This is an optimization exercise on Yosys and OpenROAD, whose aim is small area, a short achievable clock period and few clock cycles per item, not a production implementation. Function was not checked in any run shown here: the RTL went through the layout flow alone. The clock port is modelled as an ideal driver; clocking choices that lean on that would not hold on a real chip.

## flow/design.v (module list and top-level ports; edited modules follow where they fit)
// module booth_fsm: 3208 lines
// module lookahead_adder_64: 716 lines
// module mul_fa: 10 lines
// module mul_ha: 9 lines
// module mul_cfa: 9 lines
// module mul_xor: 7 lines
// module mul_maj: 8 lines
// module mul_enc: 10 lines
// module mul_sel: 10 lines
// module mul_sel0: 8 lines
// module mul_pg0: 9 lines
// module mul_gpn: 11 lines
// module mul_gpp: 11 lines
// module mul_aoi21: 8 lines
// module mul_oai21: 8 lines
// module mul_xnor: 7 lines
module booth_fsm
# (parameter DATAWIDTH = 32)
(
  input                        clk,
  input                        rstn,
  input                        en,
  input        [DATAWIDTH-1:0] multiplier,
  input        [DATAWIDTH-1:0] multiplicand,
  output reg                   done,
  output reg [2*DATAWIDTH-1:0] product
);
  // ...
==> flow/flow/run.sh <==
#!/bin/bash
# Own layout flow: the standard ORFS flow with two changes.
#  - ports are buffered with a plain buffer (buf_2) instead of the delay
#    buffer buffer_ports picks by default; every port still gets a buffer;
#  - before floorplanning, combinational cells that synthesis upsized are set
#    back to their smallest drive strength (registers are left alone); the
#    resizer then upsizes only what timing needs.
set -euo pipefail
here=$(pwd)
export BUFFER_PORTS_ARGS="-buffer_cell sky130_fd_sc_hd__buf_2"
export PRE_FLOORPLAN_TCL="$here/flow/downsize.tcl"
bash standard.sh > "$here/standard.log" 2>&1
==> flow/flow/downsize.tcl <==
# Set every combinational cell to the smallest-area cell of the library with
# the same function and pins (registers, clock, tap and tie cells unchanged).
set lib_cells [get_lib_cells */sky130_fd_sc_hd__*]
proc base_name {name} {
  if {[regexp {^(sky130_fd_sc_hd__[a-z0-9]+)_[0-9]+$} $name -> b]} { return $b }
  return ""
}
set area_of [dict create]
set group [dict create]
foreach c $lib_cells {
  set n [get_name $c]
  set b [base_name $n]
  if {$b eq ""} { continue }
  if {[get_property $c dont_use]} { continue }
  dict set area_of $n [get_property $c area]
  dict lappend group $b $n
}
set n_changed 0
foreach inst [get_cells *] {
  set m [get_name [get_lib_cells -of_objects $inst]]
  set b [base_name $m]
  if {$b eq "" || ![dict exists $group $b]} { continue }
  if {[regexp {(df|dl|sdf|edf|clk|conb|tap|fill|decap|buf|inv|probe|lpflow)} $b]} { continue }
  set best $m
  set best_area [dict get $area_of $m]
  foreach cand [dict get $group $b] {
    set a [dict get $area_of $cand]
    if {$a < $best_area || ($a == $best_area && [string match *_1 $cand])} {
      set best $cand
      set best_area $a
    }
  }
  if {$best ne $m} {
    replace_cell $inst $best
    incr n_changed
  }
}
puts "downsize: $n_changed cells set to their smallest drive strength"
==> flow/standard.sh <==
#!/bin/bash
# synth_recipe.tcl (not shown) runs the flow's synth.tcl, then flattens the netlist and writes it again
# the make line also repeats each setting of config.mk as NAME=value (left out here)
make -C /OpenROAD-flow-scripts/flow DESIGN_CONFIG=/design/flow/config.mk WORK_HOME=/design/flow/orfs CLKGATE_MAP_FILE= SYNTH_SCRIPT=/design/flow/synth_recipe.tcl "${@:-finish}"
==> flow/config.mk <==
export PLATFORM = sky130hd
export DESIGN_NAME = booth_fsm
export DESIGN_NICKNAME = booth_fsm
export VERILOG_FILES = /design/flow/design.v
export SDC_FILE = /design/flow/constraint.sdc
export NUM_CORES = 4
export LEC_CHECK = 0
export CAP_MARGIN = 20
export CORE_MARGIN = 2
export CORE_UTILIZATION = 40
export SLEW_MARGIN = 20
export SYNTH_HIERARCHICAL = 1
==> flow/constraint.sdc <==
create_clock -name core_clock -period 6.0 [get_ports {clk}]
set_input_delay 1.2000 -clock core_clock [delete_from_list [all_inputs] [get_ports {clk}]]
set_output_delay 1.2000 -clock core_clock [all_outputs]
set_load 0.01 [all_outputs]
==> out/results.tsv, run 1 <==
stage	metric	value	unit
layout	Nets	3994	
floorplanning	Die W	252	µm
placement	GP Congestion	0.951	
sta	RSZ-0062 raised after global routing	true	
grt	gr ovfl total	0	
critical_path	critical path's top delay family	adder cells	
sta	endpoints failing hold	0	
synthesis	Ys Warns	7	
cts	Post-CTS Setup Bufs	4	
grt	GR Util met2	0.484	
layout	Fillers	5464	
routing	uppermost routed layer	met5	
synthesis	Syn Area/Cell	8.89	µm²
placement	Placed Instances	4373	
routing	average wire per standard cell	21.2	µm
synthesis	Synth Cell Area	24700	µm²
critical_path	CP startpoint kind	input pin	
sta	time the worst path needs with I/O delays and setup	5.88	ns
sta	worst setup margin	0.120	ns
layout	Final Core Density	0.557	
layout	post-route design area	34200	µm²
outcome	outcome	complete, no violations	
routing	Vias/cell	5.69	
critical_path	worst path cell trace	clkbuf_4 > buf_4 > nand2b_1 > o21ai_2 > buf_8 > buf_12 > a22oi_1 > xnor2_1 > fa_1 > fa_1 > fa_1 > fa_1 > nor2_2 > o21ai_2 > a21oi_2 > buf_4 > o21ai_2 > a21oi_2 > o21ai_4 > inv_2 > buf_12 > o21ai_1 > xor2_1	
routing	Post-Route WL	93.9	mm
floorplanning	Site Rows	91	
grt	most used routing layer	met2	
critical_path	crit path to	product[53]	
==> inputs of run 2 (changes only) <==
--- a/flow/config.mk
+++ b/flow/config.mk
@@ -8,5 +8,6 @@
 export CAP_MARGIN = 20
 export CORE_MARGIN = 2
 export CORE_UTILIZATION = 40
+export PLACE_DENSITY = 0.75
 export SLEW_MARGIN = 20
 export SYNTH_HIERARCHICAL = 1
==> run 2 against run 1 <==
  * Now fails the layout checks on setup timing
  * Non-clock buffer count up 20
  * Fmax decreased by 2.1%
  * Via count increased by 2.1%
  * Final area increased by 0.20%
  * Critical path depth grew 3
  * Core utilization rose by 0.11 points
  * Die area unchanged
  * First-iteration DRC count increased by 19%
  * Synthesized cell count unchanged
  * Global-route usage decreased by 2.5 points
  * Clock-buffer cell count increased by 1
==> out/results.tsv, run 2 <==
stage	metric	value	unit	change
routing	drt pass-1 iters	7		
layout	most flop-heavy register	product		
sta	WHS	0.551	ns	
layout	layout cells sized above 1	0.312		
floorplanning	Die W	252	µm	unchanged
sta	RSZ-0062 raised after global routing	true		
grt	gr ovfl total	0		unchanged
sta	worst-margin pin slew	0.762	ns	
routing	Residual DRC	0		
synthesis	Syn Area/Cell	8.89	µm²	unchanged
worst_hold_path	worst hold path class	input pin to asynchronous set/reset pin		
layout	most common cell after layout, fill and taps aside	buf_4		
grt	initial antenna violation count	8		
layout	non-filler cells, final	4461		
sta	Max-slew headroom	0.492		
critical_path	Crit Path Class	input pin to flop		
grt	largest net degree at the start of global routing	30		
outcome	outcome	failed layout checks		
layout	Fillers	5010		-8.3%
cts	cts-stage hold buffer count	0		
cts	clock tree sinks	65		
layout	Largest regs	product: 64 flops, done: 1 flops		
critical_path	CP Data Required Time	6.29	ns	
floorplanning	Initial Utilization	0.402		
routing	Vias	25800		
sta	Final Slew Violations	0		
grt	met3 Use GR	0.0477		
cts	CTS root buf	clkbuf_16		
layout	max FFs per register	64		
critical_path	CP Capture Type	flop		
sta	Final Setup Violations	1		
floorplanning	die area	63700	µm²	
synthesis	cells after synthesis	2776		
sta	worst setup margin	-0.00708	ns	-0.127 ns
floorplanning	core area	61400	µm²	
placement	GP Congestion	0.969		+1.9%
floorplanning	I/O pin count	132		
placement	Placed Instances	4392		+0.43%
sta	time the worst path needs with I/O delays and setup	6.01	ns	+0.127 ns
synthesis	Ys Warns	7		unchanged
critical_path	CP startpoint kind	input pin		
layout	Nets	4014		+0.50%
floorplanning	die span in y	252	µm	
cts	CTS tree	yes		
sta	f_max	166	MHz	
routing	Post-Route WL	90.2	mm	-3.9%
grt	most used routing layer	met2		
placement	PortBufs	131		
routing	Vias/cell	5.78		+1.5%
routing	average wire per standard cell	20.2	µm	-4.4%
critical_path	Max FO, Critical Path	8		
layout	Synth-to-Final Area Change	38.7	%	
grt	first-pass GRT wire length	134	mm	
sta	endpoints failing hold	0		unchanged
cts	CTS H-tree depth	3		
grt	GR Util met2	0.433		-0.0506
grt	vias in the first global route	25100		
synthesis	Synth Cell Area	24700	µm²	unchanged
sta	Tcrit/Tclk final	1.00		
routing	initial DRC count	2552		
outcome	Failed Checks	setup timing		
layout	Final Core Density	0.558		+0.00110
critical_path	arrival time at the worst endpoint	6.29	ns	
floorplanning	Site Rows	91		unchanged
layout	most frequent cells in the layout	buf_4 (675), xnor2_1 (549), a22oi_1 (497)		
placement	dpl ws	-0.621	ns	
cts	clock slew at reported path FFs	0.07	ns	
placement	hpwl dp	69.9	mm	
grt	GRT Total Usage	0.264		
cts	clock buffer depth	2		
routing	antenna viol nets, final	0		
cts	Num CTS Buffers	9		
job	Max Cap Violations	0		
grt	met1 Use GR	0.329		
## run 2: layout make-up
type,count,area [µm²],area share
multi-input combinational,2608,24300,0.710
timing repair buffer,865,6880,0.201
sequential,65,1310,0.0382
tap,790,988,0.0289
inverter,111,424,0.0124
clock buffer,13,260,0.00760
clock inverter,3,40.0,0.00117
antenna,6,15.0,0.000439
## run 2: worst max-delay path by stage
stage / start / endpoint
3_5_place_dp: multiplier[3] / product[53]
2_1_floorplan: multiplier[7] / product[56]
3_3_place_gp: multiplier[3] / product[53]
5_1_grt: multiplier[5] / product[53]
6_report: multiplier[1] / product[53]
4_1_cts: multiplier[3] / product[53]
## run 2: metal layers
layer	vias to the layer above	share of wire
met4	6	0.065
met5	-	0.00041
met3	366	0.087
li1	11500	-
met2	1358	0.47
met1	12500	0.38
## run 2: through the flow
stage	TNS (ns)	cell area (µm²)
2_1_floorplan	0	25000
3_3_place_gp	-12.46	32300
3_5_place_dp	-16.82	32300
4_1_cts	-0.0261	32800
5_1_grt	-3.16	34200
6_report	-0.00708	34200
## run 2: worst max-delay path: stages
cell and delay (ns):
buf_4 0.16, buf_12 0.14, nand3b_1 0.12, o21ai_4 0.11
buf_12 0.16, a22oi_2 0.21, xnor2_2 0.14, buf_4 0.15
maj3_2 0.34, maj3_1 0.45, maj3_2 0.38, xor2_1 0.18
xor2_1 0.20, maj3_2 0.34, buf_4 0.14, maj3_2 0.32
nand2_1 0.10, o21ai_1 0.12, a21oi_2 0.20, o21ai_4 0.09
a21oi_2 0.15, buf_6 0.16, clkinvlp_4 0.23, a21oi_4 0.22
o21ai_4 0.08, xor2_1 0.17
## run 2: what timing repair did
action                     CTS  global route
setup endpoints to repair   23            40
pin swaps                    7           179
cloned                       0             2
buffers inserted             6            39
resized for setup           30           259
==> inputs of run 3 (changes only) <==
--- a/flow/flow/run.sh
+++ b/flow/flow/run.sh
@@ -4,9 +4,12 @@
 #    buffer buffer_ports picks by default; every port still gets a buffer;
 #  - before floorplanning, combinational cells that synthesis upsized are set
 #    back to their smallest drive strength (registers are left alone); the
-#    resizer then upsizes only what timing needs.
+#    resizer then upsizes only what timing needs;
+#  - before clock tree synthesis the buffers that timing-driven placement
+#    added are taken out again (flow/rebuffer.tcl).
 set -euo pipefail
 here=$(pwd)
 export BUFFER_PORTS_ARGS="-buffer_cell sky130_fd_sc_hd__buf_2"
 export PRE_FLOORPLAN_TCL="$here/flow/downsize.tcl"
+export PRE_CTS_TCL="$here/flow/rebuffer.tcl"
 bash standard.sh > "$here/standard.log" 2>&1
==> flow/flow/rebuffer.tcl (new file) <==
# Before clock tree synthesis: take out the buffers that timing-driven global
# placement inserted inside the design (port buffers stay), fix slew,
# capacitance and fanout again, and legalize; the repair after clock tree
# synthesis then buffers or sizes only the paths that need it.
set_dont_use $::env(DONT_USE_CELLS)
# the repair after clock tree synthesis aims for some slack, as routed
# wires come out slower than their placement estimates
set ::env(SETUP_SLACK_MARGIN) 0.3
set n 0
set block [ord::get_db_block]
foreach inst [$block getInsts] {
  if {![string match place* [$inst getName]]} { continue }
  set in_it [$inst findITerm A]
  set out_it [$inst findITerm X]
  if {$in_it eq "NULL" || $out_it eq "NULL"} { continue }
  set in_net [$in_it getNet]
  set out_net [$out_it getNet]
  if {[llength [$out_net getBTerms]] > 0} { continue }
  foreach it [$out_net getITerms] {
    if {[$it getInst] eq $inst} { continue }
    $it disconnect
    $it connect $in_net
  }
  $in_it disconnect
  $out_it disconnect
  odb::dbInst_destroy $inst
  odb::dbNet_destroy $out_net
  incr n
}
puts "rebuffer: removed $n placement buffers"
estimate_parasitics -placement
repair_design -cap_margin $::env(CAP_MARGIN) -slew_margin $::env(SLEW_MARGIN)
detailed_placement
--- a/flow/config.mk
+++ b/flow/config.mk
@@ -8,6 +8,5 @@
 export CAP_MARGIN = 20
 export CORE_MARGIN = 2
 export CORE_UTILIZATION = 40
-export PLACE_DENSITY = 0.75
 export SLEW_MARGIN = 20
 export SYNTH_HIERARCHICAL = 1
==> run 3 against run 2 <==
  * The run now finishes clean
  * Synthesized cell count unchanged
  * Routed wire length is 7.2% higher
  * Synthesized area is the same
  * Die area is the same
  * Final area is 4.7% lower
  * Sequential cell count unchanged
  * First-iteration DRC count is 19% lower
  * Non-clock buffer count fell by 426
  * Setup slack better by 0.17 ns
  * Worst hold slack improved by 0.0039 ns
  * Clock-buffer cell count is 1 lower
==> out/results.tsv, run 3 <==
stage	metric	value	unit	change
outcome	outcome	complete, no violations		
floorplanning	Site Rows	91		unchanged
layout	most common cell after layout, fill and taps aside	xnor2_1		
critical_path	Crit Path Class	input pin to flop		
critical_path	CP Data Required Time	6.29	ns	about the same
cts	clock slew at reported path FFs	0.07	ns	about the same
routing	initial DRC count	2065		-19%
layout	Largest regs	product: 64 flops, done: 1 flops		
grt	first-pass GRT wire length	148	mm	+10%
grt	gr ovfl total	0		unchanged
routing	metal3 WL	8.23	mm	+5.0%
cts	CTS tree	yes		
layout	Nets	3588		-11%
placement	hpwl dp	75.8	mm	+8.5%
sta	time the worst path needs with I/O delays and setup	5.84	ns	-0.168 ns
placement	Placed Instances	4373		-0.43%
job	Max Cap Violations	0		unchanged
layout	post-route design area	32600	µm²	-4.7%
floorplanning	Die W	252	µm	unchanged
floorplanning	die area	63700	µm²	unchanged
routing	Met2 Wirelength	45.9	mm	+8.3%
layout	most frequent cells in the layout	xnor2_1 (544), a22oi_1 (499), xor2_1 (428)		
routing	Post-Route WL	96.8	mm	+7.2%
critical_path	arrival time at the worst endpoint	6.13	ns	-0.16 ns
routing	antenna viol nets, final	0		unchanged
floorplanning	core area	61400	µm²	unchanged
sta	total negative setup slack	0	ns	+0.00708 ns
grt	GRT Total Usage	0.302		+0.0371
cts	Num CTS Buffers	9		unchanged
routing	drt pass-1 iters	6		-1
placement	placed inst area	32300	µm²	-0.17%
worst_hold_path	worst hold path class	input pin to asynchronous set/reset pin		
routing	uppermost routed layer	met5		
sta	Max-slew headroom	0.440		-0.0522
sta	endpoints failing hold	0		unchanged
placement	PortBufs	131		unchanged
synthesis	Synth Cell Area	24700	µm²	unchanged
critical_path	Max FO, Critical Path	22		+14
grt	largest net degree at the start of global routing	49		+63%
floorplanning	I/O pin count	132		unchanged
placement	GP Congestion	0.951		-1.8%
layout	max FFs per register	64		unchanged
sta	Final Slew Violations	0		unchanged
sta	RSZ-0062 raised after global routing	true		
grt	initial antenna violation count	4		-4
routing	Residual DRC	0		unchanged
cts	clock tree sinks	65		unchanged
routing	M1 WL	37.2	mm	+8.9%
layout	Synth-to-Final Area Change	32.1	%	
floorplanning	Initial Utilization	0.402		unchanged
layout	most flop-heavy register	product		
layout	non-filler cells, final	4030		-9.7%
synthesis	Syn Area/Cell	8.89	µm²	unchanged
layout	layout cells sized above 1	0.246		-0.0664
sta	Tcrit/Tclk final	0.973		-0.0280
sta	f_max	171	MHz	+2.9%
sta	worst-margin pin slew	0.841	ns	+0.0783 ns
sta	Final Setup Violations	0		-1
synthesis	cells after synthesis	2776		unchanged
floorplanning	die span in y	252	µm	unchanged
synthesis	Ys Warns	7		unchanged
routing	average wire per standard cell	24.0	µm	+19%
routing	Vias	24200		-6.0%
critical_path	CP Capture Type	flop		
routing	Vias/cell	6.01		+4.0%
critical_path	CP startpoint kind	input pin		
grt	vias in the first global route	25400		+1.1%
-- run 3: how the worst max path moves through the flow --
stage / end / from
finish: product[62] / multiplier[5]
global route: product[50] / multiplier[5]
CTS: product[62] / multiplier[13]
detailed placement: product[62] / multiplier[3]
global placement: product[57] / multiplier[5]
floorplan: product[56] / multiplier[7]
-- run 3: layer usage --
layer / global-route usage / vias to the layer above
li1: - / 10700
met1: 0.364 / 12100
met2: 0.502 / 1159
met3: 0.0635 / 307
met4: 0.163 / 8
met5: 0 / -
-- run 3: per-stage QoR --
stage	util	worst slack (ns)	hold WS, ns
final	0.531	0.161	0.555
after global routing	0.531	-0.0635	0.557
after CTS	0.517	0.300	0.535
after detailed placement	0.526	-0.621	0.976
after global placement	0.526	-0.582	0.974
after floorplan	-	0.0451	0.904
-- run 3: critical path: stages --
cell      delay [ns]
buf_16          0.16
nand2b_4        0.17
o21ai_4         0.23
buf_6           0.17
a22oi_1         0.09
xnor2_1         0.29
xor2_1          0.23
xor2_1          0.09
buf_4           0.16
maj3_2          0.33
maj3_2          0.37
xor2_2          0.17
xor2_2          0.16
buf_4           0.14
maj3_2          0.32
xor2_1          0.17
xor2_1          0.16
buf_4           0.15
nor2_4          0.12
nor2_4          0.06
a21oi_4         0.21
o21ai_4         0.13
a21oi_4         0.25
clkinv_4        0.15
a21oi_1         0.16
o21ai_1         0.11
xor2_1          0.17
-- run 3: what timing repair did --
action / 4_1_cts / 5_1_grt
gates cloned: 19 / 6
pin swaps: 216 / 92
endpoints found under the hold margin: 0 / 0
hold buffers: 0 / 0
gates resized for setup: 369 / 110
setup buffers: 249 / 32
endpoints found under the setup margin: 48 / 29
-- run 3: cell type report --
class | count | area [µm²]
tap | 790 | 988
clock inverter | 4 | 97.6
multi-input combinational | 2608 | 25000
timing repair buffer | 439 | 4500
clock buffer | 12 | 267
antenna | 1 | 2.50
fill | 5534 | 28800
inverter | 111 | 429
sequential | 65 | 1310

[what the ideal ports hide]
How much do the figures lean on ideal ports? The routed layouts below were timed once more, with nothing changed but the port constraints.
Step 1: set_driving_cell puts a clkbuf_16 on clk and a buf_2 on each other input, an assumption about the parent block.
Step 2 also shifts input and output timing later by t, the mid clock arrival at the registers, as if the neighbouring blocks saw the same clock.
Slacks: ideal ports / drivers / drivers and shift; pairs: ideal ports / drivers.
| run | t (ns) | slack for setup (ns) | worst setup path at the end | slew at the worst register clock pin (ns) |
|---|---|---|---|---|
| run 1 | 0.449 | 0.120 / 0.120 / -0.329 | input to register | 0.07 / 0.07 |
| run 2 | 0.457 | -0.007 / 0.022 / -0.435 | input to register | 0.07 / 0.07 |
| run 3 | 0.463 | 0.161 / 0.016 / -0.447 | input to register | 0.08 / 0.08 |
Met with ideal ports but missed after step 2: setup timing in run 1 and run 3. The setup slack of run 3, which loses most, moves by -0.145 ns with the drivers and by -0.608 ns with both steps.
